Background: an optimization exercise with open tools, aiming at small area and a short achievable clock period. Do not read the settings as production practice.
In this exercise RTL edits were held to simulation tests only and were not proved equivalent to the original.

==> design.v <==
module interp_core (
    input  wire [4:0]  aone, atwo, aneg,
    input  wire [4:0]  bone, btwo, bneg,
    input  wire [16:0] S,
    input  wire [16:0] D,
    output wire [2:0]  c
);
    wire w0 = ((aone[0] & S[0]) ^ aneg[0]);
    wire w1 = (((aone[0] & S[1]) | (atwo[0] & S[0])) ^ aneg[0]);
    wire w2 = (((aone[0] & S[2]) | (atwo[0] & S[1])) ^ aneg[0]);
    wire w3 = (((aone[0] & S[3]) | (atwo[0] & S[2])) ^ aneg[0]);
    wire w4 = (((aone[0] & S[4]) | (atwo[0] & S[3])) ^ aneg[0]);
    wire w5 = (((aone[0] & S[5]) | (atwo[0] & S[4])) ^ aneg[0]);
    wire w6 = (((aone[0] & S[6]) | (atwo[0] & S[5])) ^ aneg[0]);
    wire w7 = (((aone[0] & S[7]) | (atwo[0] & S[6])) ^ aneg[0]);
    wire w8 = (((aone[0] & S[8]) | (atwo[0] & S[7])) ^ aneg[0]);
    wire w9 = (((aone[0] & S[9]) | (atwo[0] & S[8])) ^ aneg[0]);
    wire w10 = (((aone[0] & S[10]) | (atwo[0] & S[9])) ^ aneg[0]);
    wire w11 = (((aone[0] & S[11]) | (atwo[0] & S[10])) ^ aneg[0]);
    wire w12 = (((aone[0] & S[12]) | (atwo[0] & S[11])) ^ aneg[0]);
    wire w13 = (((aone[0] & S[13]) | (atwo[0] & S[12])) ^ aneg[0]);
    wire w14 = (((aone[0] & S[14]) | (atwo[0] & S[13])) ^ aneg[0]);
    wire w15 = (((aone[0] & S[15]) | (atwo[0] & S[14])) ^ aneg[0]);
    wire w16 = (((aone[0] & S[16]) | (atwo[0] & S[15])) ^ aneg[0]);
    wire w17 = ~(((aone[0] & S[16]) | (atwo[0] & S[16])) ^ aneg[0]);
    wire w18 = ((aone[1] & S[0]) ^ aneg[1]);
    wire w19 = (((aone[1] & S[1]) | (atwo[1] & S[0])) ^ aneg[1]);
    wire w20 = (((aone[1] & S[2]) | (atwo[1] & S[1])) ^ aneg[1]);
    wire w21 = (((aone[1] & S[3]) | (atwo[1] & S[2])) ^ aneg[1]);
    wire w22 = (((aone[1] & S[4]) | (atwo[1] & S[3])) ^ aneg[1]);
    wire w23 = (((aone[1] & S[5]) | (atwo[1] & S[4])) ^ aneg[1]);
    wire w24 = (((aone[1] & S[6]) | (atwo[1] & S[5])) ^ aneg[1]);
    wire w25 = (((aone[1] & S[7]) | (atwo[1] & S[6])) ^ aneg[1]);
    wire w26 = (((aone[1] & S[8]) | (atwo[1] & S[7])) ^ aneg[1]);
    wire w27 = (((aone[1] & S[9]) | (atwo[1] & S[8])) ^ aneg[1]);
    wire w28 = (((aone[1] & S[10]) | (atwo[1] & S[9])) ^ aneg[1]);
    wire w29 = (((aone[1] & S[11]) | (atwo[1] & S[10])) ^ aneg[1]);
    wire w30 = (((aone[1] & S[12]) | (atwo[1] & S[11])) ^ aneg[1]);
    wire w31 = (((aone[1] & S[13]) | (atwo[1] & S[12])) ^ aneg[1]);
    wire w32 = (((aone[1] & S[14]) | (atwo[1] & S[13])) ^ aneg[1]);
    wire w33 = (((aone[1] & S[15]) | (atwo[1] & S[14])) ^ aneg[1]);
    wire w34 = (((aone[1] & S[16]) | (atwo[1] & S[15])) ^ aneg[1]);
    wire w35 = ~(((aone[1] & S[16]) | (atwo[1] & S[16])) ^ aneg[1]);
    wire w36 = ((aone[2] & S[0]) ^ aneg[2]);
    wire w37 = (((aone[2] & S[1]) | (atwo[2] & S[0])) ^ aneg[2]);
    wire w38 = (((aone[2] & S[2]) | (atwo[2] & S[1])) ^ aneg[2]);
    wire w39 = (((aone[2] & S[3]) | (atwo[2] & S[2])) ^ aneg[2]);
    wire w40 = (((aone[2] & S[4]) | (atwo[2] & S[3])) ^ aneg[2]);
    wire w41 = (((aone[2] & S[5]) | (atwo[2] & S[4])) ^ aneg[2]);
    wire w42 = (((aone[2] & S[6]) | (atwo[2] & S[5])) ^ aneg[2]);
    wire w43 = (((aone[2] & S[7]) | (atwo[2] & S[6])) ^ aneg[2]);
    wire w44 = (((aone[2] & S[8]) | (atwo[2] & S[7])) ^ aneg[2]);
    wire w45 = (((aone[2] & S[9]) | (atwo[2] & S[8])) ^ aneg[2]);
    wire w46 = (((aone[2] & S[10]) | (atwo[2] & S[9])) ^ aneg[2]);
    wire w47 = (((aone[2] & S[11]) | (atwo[2] & S[10])) ^ aneg[2]);
    wire w48 = (((aone[2] & S[12]) | (atwo[2] & S[11])) ^ aneg[2]);
    wire w49 = (((aone[2] & S[13]) | (atwo[2] & S[12])) ^ aneg[2]);
    wire w50 = (((aone[2] & S[14]) | (atwo[2] & S[13])) ^ aneg[2]);
    wire w51 = (((aone[2] & S[15]) | (atwo[2] & S[14])) ^ aneg[2]);
    wire w52 = (((aone[2] & S[16]) | (atwo[2] & S[15])) ^ aneg[2]);
    wire w53 = ~(((aone[2] & S[16]) | (atwo[2] & S[16])) ^ aneg[2]);
    wire w54 = ((aone[3] & S[0]) ^ aneg[3]);
    wire w55 = (((aone[3] & S[1]) | (atwo[3] & S[0])) ^ aneg[3]);
    wire w56 = (((aone[3] & S[2]) | (atwo[3] & S[1])) ^ aneg[3]);
    wire w57 = (((aone[3] & S[3]) | (atwo[3] & S[2])) ^ aneg[3]);
    wire w58 = (((aone[3] & S[4]) | (atwo[3] & S[3])) ^ aneg[3]);
    wire w59 = (((aone[3] & S[5]) | (atwo[3] & S[4])) ^ aneg[3]);
    wire w60 = (((aone[3] & S[6]) | (atwo[3] & S[5])) ^ aneg[3]);
    wire w61 = (((aone[3] & S[7]) | (atwo[3] & S[6])) ^ aneg[3]);
    wire w62 = (((aone[3] & S[8]) | (atwo[3] & S[7])) ^ aneg[3]);
    wire w63 = (((aone[3] & S[9]) | (atwo[3] & S[8])) ^ aneg[3]);
    wire w64 = (((aone[3] & S[10]) | (atwo[3] & S[9])) ^ aneg[3]);
    wire w65 = (((aone[3] & S[11]) | (atwo[3] & S[10])) ^ aneg[3]);
    wire w66 = (((aone[3] & S[12]) | (atwo[3] & S[11])) ^ aneg[3]);
    wire w67 = (((aone[3] & S[13]) | (atwo[3] & S[12])) ^ aneg[3]);
    wire w68 = (((aone[3] & S[14]) | (atwo[3] & S[13])) ^ aneg[3]);
    wire w69 = (((aone[3] & S[15]) | (atwo[3] & S[14])) ^ aneg[3]);
    wire w70 = (((aone[3] & S[16]) | (atwo[3] & S[15])) ^ aneg[3]);
    wire w71 = ~(((aone[3] & S[16]) | (atwo[3] & S[16])) ^ aneg[3]);
    wire w72 = (aone[4] & S[0]);
    wire w73 = ((aone[4] & S[1]) | (atwo[4] & S[0]));
    wire w74 = ((aone[4] & S[2]) | (atwo[4] & S[1]));
    wire w75 = ((aone[4] & S[3]) | (atwo[4] & S[2]));
    wire w76 = ((aone[4] & S[4]) | (atwo[4] & S[3]));
    wire w77 = ((aone[4] & S[5]) | (atwo[4] & S[4]));
    wire w78 = ((aone[4] & S[6]) | (atwo[4] & S[5]));
    wire w79 = ((aone[4] & S[7]) | (atwo[4] & S[6]));
    wire w80 = ((aone[4] & S[8]) | (atwo[4] & S[7]));
    wire w81 = ((aone[4] & S[9]) | (atwo[4] & S[8]));
    wire w82 = ((aone[4] & S[10]) | (atwo[4] & S[9]));
    wire w83 = ((aone[4] & S[11]) | (atwo[4] & S[10]));
    wire w84 = ((aone[4] & S[12]) | (atwo[4] & S[11]));
    wire w85 = ((aone[4] & S[13]) | (atwo[4] & S[12]));
    wire w86 = ((aone[4] & S[14]) | (atwo[4] & S[13]));
    wire w87 = ((aone[4] & S[15]) | (atwo[4] & S[14]));
    wire w88 = ((aone[4] & S[16]) | (atwo[4] & S[15]));
    wire w89 = ~((aone[4] & S[16]) | (atwo[4] & S[16]));
    wire w90 = ((bone[0] & D[0]) ^ bneg[0]);
    wire w91 = (((bone[0] & D[1]) | (btwo[0] & D[0])) ^ bneg[0]);
    wire w92 = (((bone[0] & D[2]) | (btwo[0] & D[1])) ^ bneg[0]);
    wire w93 = (((bone[0] & D[3]) | (btwo[0] & D[2])) ^ bneg[0]);
    wire w94 = (((bone[0] & D[4]) | (btwo[0] & D[3])) ^ bneg[0]);
    wire w95 = (((bone[0] & D[5]) | (btwo[0] & D[4])) ^ bneg[0]);
    wire w96 = (((bone[0] & D[6]) | (btwo[0] & D[5])) ^ bneg[0]);
    wire w97 = (((bone[0] & D[7]) | (btwo[0] & D[6])) ^ bneg[0]);
    wire w98 = (((bone[0] & D[8]) | (btwo[0] & D[7])) ^ bneg[0]);
    wire w99 = (((bone[0] & D[9]) | (btwo[0] & D[8])) ^ bneg[0]);
    wire w100 = (((bone[0] & D[10]) | (btwo[0] & D[9])) ^ bneg[0]);
    wire w101 = (((bone[0] & D[11]) | (btwo[0] & D[10])) ^ bneg[0]);
    wire w102 = (((bone[0] & D[12]) | (btwo[0] & D[11])) ^ bneg[0]);
    wire w103 = (((bone[0] & D[13]) | (btwo[0] & D[12])) ^ bneg[0]);
    wire w104 = (((bone[0] & D[14]) | (btwo[0] & D[13])) ^ bneg[0]);
    wire w105 = (((bone[0] & D[15]) | (btwo[0] & D[14])) ^ bneg[0]);
    wire w106 = (((bone[0] & D[16]) | (btwo[0] & D[15])) ^ bneg[0]);
    wire w107 = ~(((bone[0] & D[16]) | (btwo[0] & D[16])) ^ bneg[0]);
    wire w108 = ((bone[1] & D[0]) ^ bneg[1]);
    wire w109 = (((bone[1] & D[1]) | (btwo[1] & D[0])) ^ bneg[1]);
    wire w110 = (((bone[1] & D[2]) | (btwo[1] & D[1])) ^ bneg[1]);
    wire w111 = (((bone[1] & D[3]) | (btwo[1] & D[2])) ^ bneg[1]);
    wire w112 = (((bone[1] & D[4]) | (btwo[1] & D[3])) ^ bneg[1]);
    wire w113 = (((bone[1] & D[5]) | (btwo[1] & D[4])) ^ bneg[1]);
    wire w114 = (((bone[1] & D[6]) | (btwo[1] & D[5])) ^ bneg[1]);
    wire w115 = (((bone[1] & D[7]) | (btwo[1] & D[6])) ^ bneg[1]);
    wire w116 = (((bone[1] & D[8]) | (btwo[1] & D[7])) ^ bneg[1]);
    wire w117 = (((bone[1] & D[9]) | (btwo[1] & D[8])) ^ bneg[1]);
    wire w118 = (((bone[1] & D[10]) | (btwo[1] & D[9])) ^ bneg[1]);
    wire w119 = (((bone[1] & D[11]) | (btwo[1] & D[10])) ^ bneg[1]);
    wire w120 = (((bone[1] & D[12]) | (btwo[1] & D[11])) ^ bneg[1]);
    wire w121 = (((bone[1] & D[13]) | (btwo[1] & D[12])) ^ bneg[1]);
    wire w122 = (((bone[1] & D[14]) | (btwo[1] & D[13])) ^ bneg[1]);
    wire w123 = (((bone[1] & D[15]) | (btwo[1] & D[14])) ^ bneg[1]);
    wire w124 = (((bone[1] & D[16]) | (btwo[1] & D[15])) ^ bneg[1]);
    wire w125 = ~(((bone[1] & D[16]) | (btwo[1] & D[16])) ^ bneg[1]);
    wire w126 = ((bone[2] & D[0]) ^ bneg[2]);
    wire w127 = (((bone[2] & D[1]) | (btwo[2] & D[0])) ^ bneg[2]);
    wire w128 = (((bone[2] & D[2]) | (btwo[2] & D[1])) ^ bneg[2]);
    wire w129 = (((bone[2] & D[3]) | (btwo[2] & D[2])) ^ bneg[2]);
    wire w130 = (((bone[2] & D[4]) | (btwo[2] & D[3])) ^ bneg[2]);
    wire w131 = (((bone[2] & D[5]) | (btwo[2] & D[4])) ^ bneg[2]);
    wire w132 = (((bone[2] & D[6]) | (btwo[2] & D[5])) ^ bneg[2]);
    wire w133 = (((bone[2] & D[7]) | (btwo[2] & D[6])) ^ bneg[2]);
    wire w134 = (((bone[2] & D[8]) | (btwo[2] & D[7])) ^ bneg[2]);
    wire w135 = (((bone[2] & D[9]) | (btwo[2] & D[8])) ^ bneg[2]);
    wire w136 = (((bone[2] & D[10]) | (btwo[2] & D[9])) ^ bneg[2]);
    wire w137 = (((bone[2] & D[11]) | (btwo[2] & D[10])) ^ bneg[2]);
    wire w138 = (((bone[2] & D[12]) | (btwo[2] & D[11])) ^ bneg[2]);
    wire w139 = (((bone[2] & D[13]) | (btwo[2] & D[12])) ^ bneg[2]);
    wire w140 = (((bone[2] & D[14]) | (btwo[2] & D[13])) ^ bneg[2]);
    wire w141 = (((bone[2] & D[15]) | (btwo[2] & D[14])) ^ bneg[2]);
    wire w142 = (((bone[2] & D[16]) | (btwo[2] & D[15])) ^ bneg[2]);
    wire w143 = ~(((bone[2] & D[16]) | (btwo[2] & D[16])) ^ bneg[2]);
    wire w144 = ((bone[3] & D[0]) ^ bneg[3]);
    wire w145 = (((bone[3] & D[1]) | (btwo[3] & D[0])) ^ bneg[3]);
    wire w146 = (((bone[3] & D[2]) | (btwo[3] & D[1])) ^ bneg[3]);
    wire w147 = (((bone[3] & D[3]) | (btwo[3] & D[2])) ^ bneg[3]);
    wire w148 = (((bone[3] & D[4]) | (btwo[3] & D[3])) ^ bneg[3]);
    wire w149 = (((bone[3] & D[5]) | (btwo[3] & D[4])) ^ bneg[3]);
    wire w150 = (((bone[3] & D[6]) | (btwo[3] & D[5])) ^ bneg[3]);
    wire w151 = (((bone[3] & D[7]) | (btwo[3] & D[6])) ^ bneg[3]);
    wire w152 = (((bone[3] & D[8]) | (btwo[3] & D[7])) ^ bneg[3]);
    wire w153 = (((bone[3] & D[9]) | (btwo[3] & D[8])) ^ bneg[3]);
    wire w154 = (((bone[3] & D[10]) | (btwo[3] & D[9])) ^ bneg[3]);
    wire w155 = (((bone[3] & D[11]) | (btwo[3] & D[10])) ^ bneg[3]);
    wire w156 = (((bone[3] & D[12]) | (btwo[3] & D[11])) ^ bneg[3]);
    wire w157 = (((bone[3] & D[13]) | (btwo[3] & D[12])) ^ bneg[3]);
    wire w158 = (((bone[3] & D[14]) | (btwo[3] & D[13])) ^ bneg[3]);
    wire w159 = (((bone[3] & D[15]) | (btwo[3] & D[14])) ^ bneg[3]);
    wire w160 = (((bone[3] & D[16]) | (btwo[3] & D[15])) ^ bneg[3]);
    wire w161 = ~(((bone[3] & D[16]) | (btwo[3] & D[16])) ^ bneg[3]);
    wire w162 = ((bone[4] & D[0]) ^ bneg[4]);
    wire w163 = (((bone[4] & D[1]) | (btwo[4] & D[0])) ^ bneg[4]);
    wire w164 = (((bone[4] & D[2]) | (btwo[4] & D[1])) ^ bneg[4]);
    wire w165 = (((bone[4] & D[3]) | (btwo[4] & D[2])) ^ bneg[4]);
    wire w166 = (((bone[4] & D[4]) | (btwo[4] & D[3])) ^ bneg[4]);
    wire w167 = (((bone[4] & D[5]) | (btwo[4] & D[4])) ^ bneg[4]);
    wire w168 = (((bone[4] & D[6]) | (btwo[4] & D[5])) ^ bneg[4]);
    wire w169 = (((bone[4] & D[7]) | (btwo[4] & D[6])) ^ bneg[4]);
    wire w170 = (((bone[4] & D[8]) | (btwo[4] & D[7])) ^ bneg[4]);
    wire w171 = (((bone[4] & D[9]) | (btwo[4] & D[8])) ^ bneg[4]);
    wire w172 = (((bone[4] & D[10]) | (btwo[4] & D[9])) ^ bneg[4]);
    wire w173 = (((bone[4] & D[11]) | (btwo[4] & D[10])) ^ bneg[4]);
    wire w174 = (((bone[4] & D[12]) | (btwo[4] & D[11])) ^ bneg[4]);
    wire w175 = (((bone[4] & D[13]) | (btwo[4] & D[12])) ^ bneg[4]);
    wire w176 = (((bone[4] & D[14]) | (btwo[4] & D[13])) ^ bneg[4]);
    wire w177 = (((bone[4] & D[15]) | (btwo[4] & D[14])) ^ bneg[4]);
    wire w178 = (((bone[4] & D[16]) | (btwo[4] & D[15])) ^ bneg[4]);
    wire w179 = ~(((bone[4] & D[16]) | (btwo[4] & D[16])) ^ bneg[4]);
    wire s0 = w2 ^ w18 ^ aneg[1];
    wire k0 = (w2 & w18) | (aneg[1] & (w2 ^ w18));
    wire s1 = w3 ^ w19 ^ k0;
    wire k1 = (w3 & w19) | (k0 & (w3 ^ w19));
    wire s2 = w4 ^ w20 ^ w36;
    wire k2 = (w4 & w20) | (w36 & (w4 ^ w20));
    wire s3 = aneg[2] ^ s2 ^ k1;
    wire k3 = (aneg[2] & s2) | (k1 & (aneg[2] ^ s2));
    wire s4 = w5 ^ w21 ^ w37;
    wire k4 = (w5 & w21) | (w37 & (w5 ^ w21));
    wire s5 = k2 ^ s4 ^ k3;
    wire k5 = (k2 & s4) | (k3 & (k2 ^ s4));
    wire s6 = w6 ^ w22 ^ w38;
    wire k6 = (w6 & w22) | (w38 & (w6 ^ w22));
    wire s7 = w54 ^ aneg[3] ^ k4;
    wire k7 = (w54 & aneg[3]) | (k4 & (w54 ^ aneg[3]));
    wire s8 = s6 ^ s7 ^ k5;
    wire k8 = (s6 & s7) | (k5 & (s6 ^ s7));
    wire s9 = w7 ^ w23 ^ w39;
    wire k9 = (w7 & w23) | (w39 & (w7 ^ w23));
    wire s10 = w55 ^ k6 ^ s9;
    wire k10 = (w55 & k6) | (s9 & (w55 ^ k6));
    wire s11 = k7 ^ s10 ^ k8;
    wire k11 = (k7 & s10) | (k8 & (k7 ^ s10));
    wire s12 = w8 ^ w24 ^ w40;
    wire k12 = (w8 & w24) | (w40 & (w8 ^ w24));
    wire s13 = w56 ^ w72 ^ k9;
    wire k13 = (w56 & w72) | (k9 & (w56 ^ w72));
    wire s14 = s12 ^ k10 ^ s13;
    wire k14 = (s12 & k10) | (s13 & (s12 ^ k10));
    wire s15 = w92 ^ w108 ^ bneg[1];
    wire k15 = (w92 & w108) | (bneg[1] & (w92 ^ w108));
    wire s16 = w93 ^ w109 ^ k15;
    wire k16 = (w93 & w109) | (k15 & (w93 ^ w109));
    wire s17 = w94 ^ w110 ^ w126;
    wire k17 = (w94 & w110) | (w126 & (w94 ^ w110));
    wire s18 = bneg[2] ^ s17 ^ k16;
    wire k18 = (bneg[2] & s17) | (k16 & (bneg[2] ^ s17));
    wire s19 = w95 ^ w111 ^ w127;
    wire k19 = (w95 & w111) | (w127 & (w95 ^ w111));
    wire s20 = k17 ^ s19 ^ k18;
    wire k20 = (k17 & s19) | (k18 & (k17 ^ s19));
    wire s21 = w96 ^ w112 ^ w128;
    wire k21 = (w96 & w112) | (w128 & (w96 ^ w112));
    wire s22 = w144 ^ bneg[3] ^ k19;
    wire k22 = (w144 & bneg[3]) | (k19 & (w144 ^ bneg[3]));
    wire s23 = s21 ^ s22 ^ k20;
    wire k23 = (s21 & s22) | (k20 & (s21 ^ s22));
    wire s24 = w97 ^ w113 ^ w129;
    wire k24 = (w97 & w113) | (w129 & (w97 ^ w113));
    wire s25 = w145 ^ k21 ^ s24;
    wire k25 = (w145 & k21) | (s24 & (w145 ^ k21));
    wire s26 = k22 ^ s25 ^ k23;
    wire k26 = (k22 & s25) | (k23 & (k22 ^ s25));
    wire s27 = w98 ^ w114 ^ w130;
    wire k27 = (w98 & w114) | (w130 & (w98 ^ w114));
    wire s28 = w146 ^ w162 ^ bneg[4];
    wire k28 = (w146 & w162) | (bneg[4] & (w146 ^ w162));
    wire s29 = k24 ^ s27 ^ s28;
    wire k29 = (k24 & s27) | (s28 & (k24 ^ s27));
    wire s30 = k25 ^ s29 ^ k26;
    wire k30 = (k25 & s29) | (k26 & (k25 ^ s29));
    wire s31 = w99 ^ w115 ^ w131;
    wire k31 = (w99 & w115) | (w131 & (w99 ^ w115));
    wire s32 = w147 ^ w163 ^ k27;
    wire k32 = (w147 & w163) | (k27 & (w147 ^ w163));
    wire s33 = k28 ^ s31 ^ k29;
    wire k33 = (k28 & s31) | (k29 & (k28 ^ s31));
    wire s34 = s32 ^ s33 ^ k30;
    wire k34 = (s32 & s33) | (k30 & (s32 ^ s33));
    wire [10:0] cpa_a = {1'b0, k11, s11, s8, s5, s3, s1, s0, w1, w0, 1'b0} + {1'b0, s14, 1'b0, 1'b0, 1'b0, 1'b0, 1'b0, 1'b0, 1'b0, aneg[0], 1'b0};
    wire [10:0] cpa_b = {1'b0, s34, s30, s26, s23, s20, s18, s16, s15, w91, w90} + {1'b0, 1'b0, 1'b0, 1'b0, 1'b0, 1'b0, 1'b0, 1'b0, 1'b0, 1'b0, bneg[0]};
    wire s35 = w9 ^ w25 ^ w41;
    wire k35 = (w9 & w25) | (w41 & (w9 ^ w25));
    wire s36 = w57 ^ w73 ^ w100;
    wire k36 = (w57 & w73) | (w100 & (w57 ^ w73));
    wire s37 = w116 ^ w132 ^ w148;
    wire k37 = (w116 & w132) | (w148 & (w116 ^ w132));
    wire s38 = w164 ^ k12 ^ k31;
    wire k38 = (w164 & k12) | (k31 & (w164 ^ k12));
    wire s39 = s35 ^ s36 ^ s37;
    wire k39 = (s35 & s36) | (s37 & (s35 ^ s36));
    wire s40 = k13 ^ k32 ^ s38;
    wire k40 = (k13 & k32) | (s38 & (k13 ^ k32));
    wire s41 = s39 ^ k14 ^ k33;
    wire k41 = (s39 & k14) | (k33 & (s39 ^ k14));
    wire s42 = s40 ^ s41 ^ k34;
    wire k42 = (s40 & s41) | (k34 & (s40 ^ s41));
    wire s43 = cpa_a[10] ^ s42 ^ cpa_b[10];
    wire k43 = (cpa_a[10] & s42) | (cpa_b[10] & (cpa_a[10] ^ s42));
    wire s44 = w10 ^ w26 ^ w42;
    wire k44 = (w10 & w26) | (w42 & (w10 ^ w26));
    wire s45 = w58 ^ w74 ^ w101;
    wire k45 = (w58 & w74) | (w101 & (w58 ^ w74));
    wire s46 = w117 ^ w133 ^ w149;
    wire k46 = (w117 & w133) | (w149 & (w117 ^ w133));
    wire s47 = w165 ^ k35 ^ k36;
    wire k47 = (w165 & k35) | (k36 & (w165 ^ k35));
    wire s48 = k37 ^ s44 ^ s45;
    wire k48 = (k37 & s44) | (s45 & (k37 ^ s44));
    wire s49 = s46 ^ k38 ^ k39;
    wire k49 = (s46 & k38) | (k39 & (s46 ^ k38));
    wire s50 = s47 ^ s48 ^ k40;
    wire k50 = (s47 & s48) | (k40 & (s47 ^ s48));
    wire s51 = s49 ^ k41 ^ s50;
    wire k51 = (s49 & k41) | (s50 & (s49 ^ k41));
    wire s52 = s51 ^ k42 ^ k43;
    wire k52 = (s51 & k42) | (k43 & (s51 ^ k42));
    wire s53 = w11 ^ w27 ^ w43;
    wire k53 = (w11 & w27) | (w43 & (w11 ^ w27));
    wire s54 = w59 ^ w75 ^ w102;
    wire k54 = (w59 & w75) | (w102 & (w59 ^ w75));
    wire s55 = w118 ^ w134 ^ w150;
    wire k55 = (w118 & w134) | (w150 & (w118 ^ w134));
    wire s56 = w166 ^ k44 ^ k45;
    wire k56 = (w166 & k44) | (k45 & (w166 ^ k44));
    wire s57 = k46 ^ s53 ^ s54;
    wire k57 = (k46 & s53) | (s54 & (k46 ^ s53));
    wire s58 = s55 ^ k47 ^ k48;
    wire k58 = (s55 & k47) | (k48 & (s55 ^ k47));
    wire s59 = s56 ^ s57 ^ k49;
    wire k59 = (s56 & s57) | (k49 & (s56 ^ s57));
    wire s60 = s58 ^ k50 ^ s59;
    wire k60 = (s58 & k50) | (s59 & (s58 ^ k50));
    wire s61 = k51 ^ s60 ^ k52;
    wire k61 = (k51 & s60) | (k52 & (k51 ^ s60));
    wire s62 = w12 ^ w28 ^ w44;
    wire k62 = (w12 & w28) | (w44 & (w12 ^ w28));
    wire s63 = w60 ^ w76 ^ w103;
    wire k63 = (w60 & w76) | (w103 & (w60 ^ w76));
    wire s64 = w119 ^ w135 ^ w151;
    wire k64 = (w119 & w135) | (w151 & (w119 ^ w135));
    wire s65 = w167 ^ k53 ^ k54;
    wire k65 = (w167 & k53) | (k54 & (w167 ^ k53));
    wire s66 = k55 ^ s62 ^ s63;
    wire k66 = (k55 & s62) | (s63 & (k55 ^ s62));
    wire s67 = s64 ^ k56 ^ k57;
    wire k67 = (s64 & k56) | (k57 & (s64 ^ k56));
    wire s68 = s65 ^ s66 ^ k58;
    wire k68 = (s65 & s66) | (k58 & (s65 ^ s66));
    wire s69 = s67 ^ k59 ^ s68;
    wire k69 = (s67 & k59) | (s68 & (s67 ^ k59));
    wire s70 = k60 ^ s69 ^ k61;
    wire k70 = (k60 & s69) | (k61 & (k60 ^ s69));
    wire s71 = w13 ^ w29 ^ w45;
    wire k71 = (w13 & w29) | (w45 & (w13 ^ w29));
    wire s72 = w61 ^ w77 ^ w104;
    wire k72 = (w61 & w77) | (w104 & (w61 ^ w77));
    wire s73 = w120 ^ w136 ^ w152;
    wire k73 = (w120 & w136) | (w152 & (w120 ^ w136));
    wire s74 = w168 ^ k62 ^ k63;
    wire k74 = (w168 & k62) | (k63 & (w168 ^ k62));
    wire s75 = k64 ^ s71 ^ s72;
    wire k75 = (k64 & s71) | (s72 & (k64 ^ s71));
    wire s76 = s73 ^ k65 ^ k66;
    wire k76 = (s73 & k65) | (k66 & (s73 ^ k65));
    wire s77 = s74 ^ s75 ^ k67;
    wire k77 = (s74 & s75) | (k67 & (s74 ^ s75));
    wire s78 = s76 ^ k68 ^ s77;
    wire k78 = (s76 & k68) | (s77 & (s76 ^ k68));
    wire s79 = k69 ^ s78 ^ k70;
    wire k79 = (k69 & s78) | (k70 & (k69 ^ s78));
    wire s80 = w14 ^ w30 ^ w46;
    wire k80 = (w14 & w30) | (w46 & (w14 ^ w30));
    wire s81 = w62 ^ w78 ^ w105;
    wire k81 = (w62 & w78) | (w105 & (w62 ^ w78));
    wire s82 = w121 ^ w137 ^ w153;
    wire k82 = (w121 & w137) | (w153 & (w121 ^ w137));
    wire s83 = w169 ^ k71 ^ k72;
    wire k83 = (w169 & k71) | (k72 & (w169 ^ k71));
    wire s84 = k73 ^ s80 ^ s81;
    wire k84 = (k73 & s80) | (s81 & (k73 ^ s80));
    wire s85 = s82 ^ k74 ^ k75;
    wire k85 = (s82 & k74) | (k75 & (s82 ^ k74));
    wire s86 = s83 ^ s84 ^ k76;
    wire k86 = (s83 & s84) | (k76 & (s83 ^ s84));
    wire s87 = s85 ^ k77 ^ s86;
    wire k87 = (s85 & k77) | (s86 & (s85 ^ k77));
    wire s88 = k78 ^ s87 ^ k79;
    wire k88 = (k78 & s87) | (k79 & (k78 ^ s87));
    wire s89 = w15 ^ w31 ^ w47;
    wire k89 = (w15 & w31) | (w47 & (w15 ^ w31));
    wire s90 = w63 ^ w79 ^ w106;
    wire k90 = (w63 & w79) | (w106 & (w63 ^ w79));
    wire s91 = w122 ^ w138 ^ w154;
    wire k91 = (w122 & w138) | (w154 & (w122 ^ w138));
    wire s92 = w170 ^ k80 ^ k81;
    wire k92 = (w170 & k80) | (k81 & (w170 ^ k80));
    wire s93 = k82 ^ s89 ^ s90;
    wire k93 = (k82 & s89) | (s90 & (k82 ^ s89));
    wire s94 = s91 ^ k83 ^ k84;
    wire k94 = (s91 & k83) | (k84 & (s91 ^ k83));
    wire s95 = s92 ^ s93 ^ k85;
    wire k95 = (s92 & s93) | (k85 & (s92 ^ s93));
    wire s96 = s94 ^ k86 ^ s95;
    wire k96 = (s94 & k86) | (s95 & (s94 ^ k86));
    wire s97 = k87 ^ s96 ^ k88;
    wire k97 = (k87 & s96) | (k88 & (k87 ^ s96));
    wire s98 = w16 ^ w32 ^ w48;
    wire k98 = (w16 & w32) | (w48 & (w16 ^ w32));
    wire s99 = w64 ^ w80 ^ w107;
    wire k99 = (w64 & w80) | (w107 & (w64 ^ w80));
    wire s100 = w123 ^ w139 ^ w155;
    wire k100 = (w123 & w139) | (w155 & (w123 ^ w139));
    wire s101 = w171 ^ k89 ^ k90;
    wire k101 = (w171 & k89) | (k90 & (w171 ^ k89));
    wire s102 = k91 ^ s98 ^ s99;
    wire k102 = (k91 & s98) | (s99 & (k91 ^ s98));
    wire s103 = s100 ^ k92 ^ k93;
    wire k103 = (s100 & k92) | (k93 & (s100 ^ k92));
    wire s104 = s101 ^ s102 ^ k94;
    wire k104 = (s101 & s102) | (k94 & (s101 ^ s102));
    wire s105 = s103 ^ k95 ^ s104;
    wire k105 = (s103 & k95) | (s104 & (s103 ^ k95));
    wire s106 = k96 ^ s105 ^ k97;
    wire k106 = (k96 & s105) | (k97 & (k96 ^ s105));
    wire s107 = w17 ^ w33 ^ w49;
    wire k107 = (w17 & w33) | (w49 & (w17 ^ w33));
    wire s108 = w65 ^ w81 ^ w124;
    wire k108 = (w65 & w81) | (w124 & (w65 ^ w81));
    wire s109 = w140 ^ w156 ^ w172;
    wire k109 = (w140 & w156) | (w172 & (w140 ^ w156));
    wire s110 = k98 ^ k99 ^ k100;
    wire k110 = (k98 & k99) | (k100 & (k98 ^ k99));
    wire s111 = s107 ^ s108 ^ s109;
    wire k111 = (s107 & s108) | (s109 & (s107 ^ s108));
    wire s112 = k101 ^ k102 ^ s110;
    wire k112 = (k101 & k102) | (s110 & (k101 ^ k102));
    wire s113 = s111 ^ k103 ^ s112;
    wire k113 = (s111 & k103) | (s112 & (s111 ^ k103));
    wire s114 = k104 ^ s113 ^ k105;
    wire k114 = (k104 & s113) | (k105 & (k104 ^ s113));
    wire s115 = w34 ^ w50 ^ w66;
    wire k115 = (w34 & w50) | (w66 & (w34 ^ w50));
    wire s116 = w82 ^ w125 ^ w141;
    wire k116 = (w82 & w125) | (w141 & (w82 ^ w125));
    wire s117 = w157 ^ w173 ^ k107;
    wire k117 = (w157 & w173) | (k107 & (w157 ^ w173));
    wire s118 = k108 ^ k109 ^ s115;
    wire k118 = (k108 & k109) | (s115 & (k108 ^ k109));
    wire s119 = s116 ^ k110 ^ k111;
    wire k119 = (s116 & k110) | (k111 & (s116 ^ k110));
    wire s120 = s117 ^ s118 ^ k112;
    wire k120 = (s117 & s118) | (k112 & (s117 ^ s118));
    wire s121 = s119 ^ k113 ^ s120;
    wire k121 = (s119 & k113) | (s120 & (s119 ^ k113));
    wire s122 = w35 ^ w51 ^ w67;
    wire k122 = (w35 & w51) | (w67 & (w35 ^ w51));
    wire s123 = w83 ^ w142 ^ w158;
    wire k123 = (w83 & w142) | (w158 & (w83 ^ w142));
    wire s124 = w174 ^ k115 ^ k116;
    wire k124 = (w174 & k115) | (k116 & (w174 ^ k115));
    wire s125 = s122 ^ s123 ^ k117;
    wire k125 = (s122 & s123) | (k117 & (s122 ^ s123));
    wire s126 = k118 ^ s124 ^ k119;
    wire k126 = (k118 & s124) | (k119 & (k118 ^ s124));
    wire s127 = s125 ^ k120 ^ s126;
    wire k127 = (s125 & k120) | (s126 & (s125 ^ k120));
    wire s128 = w52 ^ w68 ^ w84;
    wire k128 = (w52 & w68) | (w84 & (w52 ^ w68));
    wire s129 = w143 ^ w159 ^ w175;
    wire k129 = (w143 & w159) | (w175 & (w143 ^ w159));
    wire s130 = k122 ^ k123 ^ s128;
    wire k130 = (k122 & k123) | (s128 & (k122 ^ k123));
    wire s131 = s129 ^ k124 ^ s130;
    wire k131 = (s129 & k124) | (s130 & (s129 ^ k124));
    wire s132 = k125 ^ s131 ^ k126;
    wire k132 = (k125 & s131) | (k126 & (k125 ^ s131));
    wire s133 = w53 ^ w69 ^ w85;
    wire k133 = (w53 & w69) | (w85 & (w53 ^ w69));
    wire s134 = w160 ^ w176 ^ k128;
    wire k134 = (w160 & w176) | (k128 & (w160 ^ w176));
    wire s135 = k129 ^ s133 ^ k130;
    wire k135 = (k129 & s133) | (k130 & (k129 ^ s133));
    wire s136 = s134 ^ k131 ^ s135;
    wire k136 = (s134 & k131) | (s135 & (s134 ^ k131));
    wire s137 = w70 ^ w86 ^ w161;
    wire k137 = (w70 & w86) | (w161 & (w70 ^ w86));
    wire s138 = w177 ^ k133 ^ s137;
    wire k138 = (w177 & k133) | (s137 & (w177 ^ k133));
    wire s139 = k134 ^ s138 ^ k135;
    wire k139 = (k134 & s138) | (k135 & (k134 ^ s138));
    wire s140 = w71 ^ w87 ^ w178;
    wire k140 = (w71 & w87) | (w178 & (w71 ^ w87));
    wire s141 = k137 ^ s140 ^ k138;
    wire k141 = (k137 & s140) | (k138 & (k137 ^ s140));
    wire s142 = w88 ^ w179 ^ k140;
    wire k142 = (w88 & w179) | (k140 & (w88 ^ w179));
    wire [17:0] hsum = {1'b0, w89, k141, k139, k136, k132, k127, k121, k114, k106, s106, s97, s88, s79, s70, s61, s52, s43} + {1'b0, k142, s142, s141, s139, s136, s132, s127, s121, s114, 1'b0, 1'b0, 1'b0, 1'b0, 1'b0, 1'b0, 1'b0, 1'b0} + 18'd131200;
    assign c = hsum[17:15];
endmodule
`timescale 1ns / 1ps
module QPSK_Symbol_Timing_Sync_Top #(
    parameter DATA_WIDTH   = 16,
    parameter MU_WIDTH     = 10,
    parameter MU_FRAC      = 9,
    parameter COEFF_WIDTH  = 16,
    parameter ACC_WIDTH    = 32
)(
    input  wire                         clk,
    input  wire                         rst,
    input  wire signed [DATA_WIDTH-1:0] I_in,
    input  wire signed [DATA_WIDTH-1:0] Q_in,
    output wire signed [DATA_WIDTH-1:0] I_out,
    output wire signed [DATA_WIDTH-1:0] Q_out,
    output reg                          valid_out
);
    reg        [9:0]  mu;
    reg signed [10:0] mu_sum;
    reg               uf;
    reg signed [9:0]  vk;        
    wire [9:0] mu_next = {mu_sum[10] & ~mu_sum[9], mu_sum[8:0]};
    always @(posedge clk or posedge rst) begin
        if (rst) begin
            mu     <= 10'd154;
            mu_sum <= 11'sd0;
            uf     <= 1'b0;
        end else begin
            mu_sum <= $signed({1'b0, mu}) + 11'sd256 + vk;
            uf     <= mu_sum[10] | mu_sum[9];
            mu     <= mu_next;
        end
    end
    wire [10:0] mx = {mu, 1'b0};
    wire [4:0]  bone, btwo, bneg;
    genvar k;
    generate for (k = 0; k < 5; k = k + 1) begin : benc
        assign bneg[k] = mx[2*k+2];
        assign bone[k] = mx[2*k+1] ^ mx[2*k];
        assign btwo[k] = (mx[2*k+2] & ~mx[2*k+1] & ~mx[2*k]) | (~mx[2*k+2] & mx[2*k+1] & mx[2*k]);
    end endgenerate
    wire signed [9:0]  musn = mu_next;
    wire        [18:0] mu2n = musn * musn;
    wire        [9:0]  q    = mu2n[18:9];            
    wire        [10:0] qx   = {q, 1'b0};
    reg  [4:0] aone, atwo, aneg;
    integer j;
    always @(posedge clk) begin
        for (j = 0; j < 4; j = j + 1) begin
            aneg[j] <= qx[2*j+2];
            aone[j] <= qx[2*j+1] ^ qx[2*j];
            atwo[j] <= (qx[2*j+2] & ~qx[2*j+1] & ~qx[2*j]) | (~qx[2*j+2] & qx[2*j+1] & qx[2*j]);
        end
        aneg[4] <= 1'b0;
        aone[4] <= q[8] ^ q[7];
        atwo[4] <= q[9] | (q[8] & q[7]);
    end
    reg signed [15:0] xi1, xi2, xi3, pi22;
    reg signed [15:0] xq1, xq2, xq3, pq22;
    reg signed [16:0] si, di, sq, dq;
    reg signed [2:0]  ci, cq;
    wire signed [16:0] hi_full = $signed({I_in[15], I_in}) - $signed({xi2[15], xi2});
    wire signed [16:0] hq_full = $signed({Q_in[15], Q_in}) - $signed({xq2[15], xq2});
    wire signed [15:0] hi = hi_full[16:1];
    wire signed [15:0] hq = hq_full[16:1];
    always @(posedge clk or posedge rst) begin
        if (rst) begin
            xi3 <= 16'sd0;
            xq3 <= 16'sd0;
        end else begin
            xi3 <= I_in;
            xq3 <= Q_in;
        end
    end
    always @(posedge clk) begin
        xi2  <= xi3;  xi1 <= xi2;
        xq2  <= xq3;  xq1 <= xq2;
        pi22 <= hi;
        pq22 <= hq;
        si   <= pi22 + hi;
        sq   <= pq22 + hq;
        di   <= xi3 - xi2;
        dq   <= xq3 - xq2;
    end
    wire [2:0] ci_n, cq_n;
    interp_core core_i (.aone(aone), .atwo(atwo), .aneg(aneg),
                        .bone(bone), .btwo(btwo), .bneg(bneg),
                        .S(si), .D(di), .c(ci_n));
    interp_core core_q (.aone(aone), .atwo(atwo), .aneg(aneg),
                        .bone(bone), .btwo(btwo), .bneg(bneg),
                        .S(sq), .D(dq), .c(cq_n));
    always @(posedge clk) begin
        ci <= ci_n;
        cq <= cq_n;
    end
    wire signed [15:0] I_interp = xi1 + ci;
    wire signed [15:0] Q_interp = xq1 + cq;
    reg signed [15:0] i_d1;      
    reg        [1:0]  s2;        
    reg signed [15:0] e_k;
    reg signed [15:0] q_o;
    reg        [2:0]  cnt;       
    wire now_p = ~I_interp[15] & (|I_interp);
    wire now_n = I_interp[15];
    wire signed [2:0] d = $signed({1'b0, now_p}) - $signed({1'b0, now_n})
                        - $signed({1'b0, s2[1]}) + $signed({1'b0, s2[0]});
    always @(posedge clk) begin
        i_d1 <= I_interp;
        q_o  <= Q_interp;
        s2   <= {~i_d1[15] & (|i_d1), i_d1[15]};
        e_k  <= i_d1 * d;
    end
    always @(posedge clk or posedge rst) begin
        if (rst)
            cnt <= 3'd0;
        else if (cnt != 3'd7)
            cnt <= cnt + 3'd1;
    end
    wire zcted_valid = (cnt == 3'd7);
    reg signed [15:0] e_k_zs;
    reg               zs_valid;
    always @(posedge clk)
        e_k_zs <= (uf & zcted_valid) ? e_k : 16'sd0;
    always @(posedge clk or posedge rst) begin
        if (rst)
            zs_valid <= 1'b0;
        else
            zs_valid <= uf | e_k_zs[0];
    end
    reg signed [28:0] integ;     
    wire signed [25:0] vsum = $signed(integ[28:3]) + e_k_zs;
    always @(posedge clk or posedge rst) begin
        if (rst) begin
            integ <= 29'sd0;
            vk    <= 10'sd0;
        end else if (zs_valid) begin
            integ <= integ + e_k_zs;
            vk    <= vsum[25:16];
        end
    end
    always @(posedge clk or posedge rst) begin
        if (rst)
            valid_out <= 1'b0;
        else
            valid_out <= uf;
    end
    assign I_out = i_d1;
    assign Q_out = q_o;
endmodule
==> run.sh <==
#!/bin/bash
# synth_recipe.tcl (not shown) runs the flow's synth.tcl, then flattens the netlist and writes it again
# the make line also repeats each setting of config.mk as NAME=value (left out here)
make -C /OpenROAD-flow-scripts/flow DESIGN_CONFIG=/design/flow/config.mk WORK_HOME=/design/flow/orfs CLKGATE_MAP_FILE= SYNTH_SCRIPT=/design/flow/synth_recipe.tcl finish
==> config.mk <==
export PLATFORM = sky130hd
export DESIGN_NAME = QPSK_Symbol_Timing_Sync_Top
export DESIGN_NICKNAME = QPSK_Symbol_Timing_Sync_Top
export VERILOG_FILES = /design/flow/design.v
export SDC_FILE = /design/flow/constraint.sdc
export NUM_CORES = 4
export LEC_CHECK = 0
export CAP_MARGIN = 20
export CORE_MARGIN = 2
export CORE_UTILIZATION = 40
export SLEW_MARGIN = 20
==> constraint.sdc <==
create_clock -name core_clock -period 14.0 [get_ports {clk}]
set_input_delay 2.8000 -clock core_clock [delete_from_list [all_inputs] [get_ports {clk}]]
set_output_delay 2.8000 -clock core_clock [all_outputs]
set_load 0.01 [all_outputs]
==> summary.txt <==
## registers in the layout, indices dropped and copies added, names as in the netlist, 11 cells and up
signal	cells
integ	29
di	17
dq	17
si	17
sq	17
e_k	16
e_k_zs	16
i_d1	16
pi22	16
pq22	16
q_o	16
xi1	16
xi2	16
xi3	16
xq1	16
xq2	16
xq3	16
mu_sum	11
## kinds of logic (layout without fill, tap and decap cells)
| family | Yosys count | in the layout | synth area share (%) |
|---|---|---|---|
| AOI/OAI and AO/OA | 1090 | 1090 | 19.7 |
| and+or+nand+nor | 924 | 924 | 12.3 |
| buffers and inverters | 703 | 595 | 7.28 |
| adders and majority gates | 687 | 687 | 31.0 |
| DFF | 348 | 348 | 20.6 |
| xor gates and xnor gates | 315 | 315 | 7.62 |
| muxes | 50 | 50 | 1.50 |
| other | 0 | 1 | 0 |
## metrics by stage
step	instances	util [%]	worst slack (ns)
floorplan	4117	-	5.68
global placement	5108	41.9	4.83
detailed placement	5108	41.9	4.75
CTS	5185	43.6	4.75
global route	5186	43.6	4.20
finish	5186	43.6	4.72
## cell usage after synthesis (all sizes together) (8+ instances only)
library cell  instances
inv                 386
ha                  292
and2                 52
a21oi               279
o41ai                 8
nand2b               60
a221oi               71
o22ai               126
and3                 48
nand3b                9
a22o                 29
mux2i                16
o21a                 25
nand4                17
o31ai                23
nand2               184
nor2b                56
nor3                 61
o21bai               23
a22oi               178
xor2                 74
mux2                 34
dfxtp               250
a31oi                21
o21ai               162
maj3                 32
dfrtp                94
nor2                302
or3                  17
o211ai               22
clkbuf              283
nor4                  8
nand3                77
a211o                 8
fa                  363
buf                  32
xnor2               241
a21o                 43
or2                  16
a211oi               20
## path summary, 6_finish.rpt
check / from / endpoint / cells past startpoint
worst min-delay path: xq2[10] / xq1[10] / 0
worst min register to register: xq2[10] / xq1[10] / 0
min in group asynchronous: rst / valid_out / 2
max in group asynchronous: rst / mu[5] / 3
worst max-delay path: mu[3] / ci[1] / 32
worst max register to register: mu[3] / ci[1] / 32
## metal layers
metal / vias to the layer above / wire (um)
met4: 0 / 2430
met5: - / 0
met2: 786 / 41100
li1: 13963 / -
met3: 124 / 4810
met1: 13973 / 42600
## cell type report
class / count / share of cell area (%)
multi-input cells: 3066 / 66.7
well taps: 1176 / 3.76
clock buffers: 59 / 3.10
repair buffers: 130 / 2.91
diodes: 1 / 0.00639
flip-flops and latches: 348 / 19.1
clock inverters: 18 / 0.725
inverters: 388 / 3.72
==> out/qor.csv <==
stage;metric;value;unit
grt;grt_first_pass_wirelength;151000;um
run_status;outcome;finished clean;
drt;antenna_left;0;
placed_design;placement.cell_area;37700;um2
cts;cts_inserted_buffers;42;
synthesis;synth_nets;4806;
cells_and_area;drive_gt1_share;5.34;%
timing;post-route-period-util;66.3;%
cells_and_area;regArea;7480;um2
cts;clock-sinks;348;
job;cap_violations;0;
timing;hold_viol_final;0;
timing;final.setup.tns;0;ns
grt;use_met1;28.1;%
synthesis;synthFlopType;dfxtp_1;
synthesis;synth_edf_count;0;
grt;grt_use_met3;2.48;%
cells_and_area;layout_common_cells;385 x inv_1, 363 x fa_1, 298 x nor2_1, 292 x ha_1, 278 x a21oi_1;
synthesis;syn-mean-instance-area;8.80;um2
synthesis;synth_seq_area_share;20.6;%
setup_path;crit_path_end_kind;flip-flop;
setup_path;cp.arrival;9.80;ns
synthesis;yosys_warnings;1;
die;dieArea;93000;um2
grt;gr-usage-met2;31.2;%
cts;postCtsSetupBuffers;0;
grt;top_usage_layer;met2;
grt;antenna_found_initial;1;
timing;slew_headroom;36.6;%
cts;cts.clk_slew.worst_paths;0.06;ns
placed_design;gp_congestion;0.827;
cts;cts-htree-levels;2;
cells_and_area;layout.nets;4665;
setup_path;path_class;reg2reg;
cells_and_area;layout_commonest_cell;inv_1;
drt;vias;28846;
setup_path;start_kind;flip-flop;
setup_path;worst-path-buf-inv;4;
die;row_count;110;
die;boundaryPins;67;
cells_and_area;multi_input_comb_area;26100;um2
timing;max_freq;0.108;GHz
cts;clockRootBuffer;clkbuf_16;
drt;drt_pass1_iterations;6;
cts;postCtsHoldBufs;0;
timing;fin_crit;9.28;ns
grt;grt_pass1_vias;27687;
timing;whs;0.350;ns
die;initial_utilization;40.3;%
timing;drv_slew;0;
synthesis;synth_area_leaders;fa_1 20%, dfxtp_1 14%, ha_1 10%;
min_path;min_path_type;reg2reg;
placed_design;dp_hpwl;64800;um
timing;skew;0.0338;ns
timing;rsz0062_at_grt;false;
synthesis;ys_seq_elements;348;
cells_and_area;nFillCells;8780;
cts;cts-resized-gates;0;
setup_path;crit_family;adder cells;
timing;setup_viol;0;
cells_and_area;area_growth;8.18;%
synthesis;post_synth_instance_area;36200;um2
drt;drt_iter0_drc;2263;
setup_path;cp_slowest_stage_delay;0.65;ns
grt;track_usage;19.7;%
synthesis;synth_cell_types;74;
synthesis;synth_top_cell_area_share;20.1;%
setup_path;r2r_slack;4.72;ns
drt;vias_per_cell;5.56;
grt;grt_overflow;0;
drt;drc;0;
timing;worst_pin_slew;0.951;ns
setup_path;cpMaxStageDelayCell;and2_1;
synthesis;syn_inst;4117;
drt;drt_wl_total;90900;um
setup_path;path_common_cell;fa_1;
grt;grt_max_degree;95;
cts;cts_buffer_depth;3;
cells_and_area;design_area;39200;um2
placed_design;numPortBuffers;66;
drt;avgRoutedWirePerCell;17.5;um
synthesis;synth_top_cell_by_area;fa_1;
die;die_h;305;um
synthesis;async_flop_share;28.2;%
die;coreArea;89900;um2
setup_path;cp.required;14.52;ns
die;die_x;305;um
cts;clk_latency;0.58;ns
cts;cts_tree;built;
setup_path;path_max_fanout;76;

-- what the ideal ports hide --
In the flow no input, the clock included, has a driving cell. The finished layout below was timed again as built, in two steps.
Step 1 assumes that a clkbuf_16 drives the clock port and a buf_2 every other input.
Step 2 also shifts input and output timing later by t, the mid clock arrival at the registers, as if the neighbouring blocks saw the same clock.
Three values: ideal ports, drivers, drivers and shift; two values: the first two.
shift t [ns]: 0.635
slack for setup (ns): 4.717 / 4.717 / 4.717
pins driven straight from the clock port: 1
After both steps this run still meets setup and hold. The setup slack of this run moves by 0.000 ns with the drivers and by 0.000 ns with both steps.
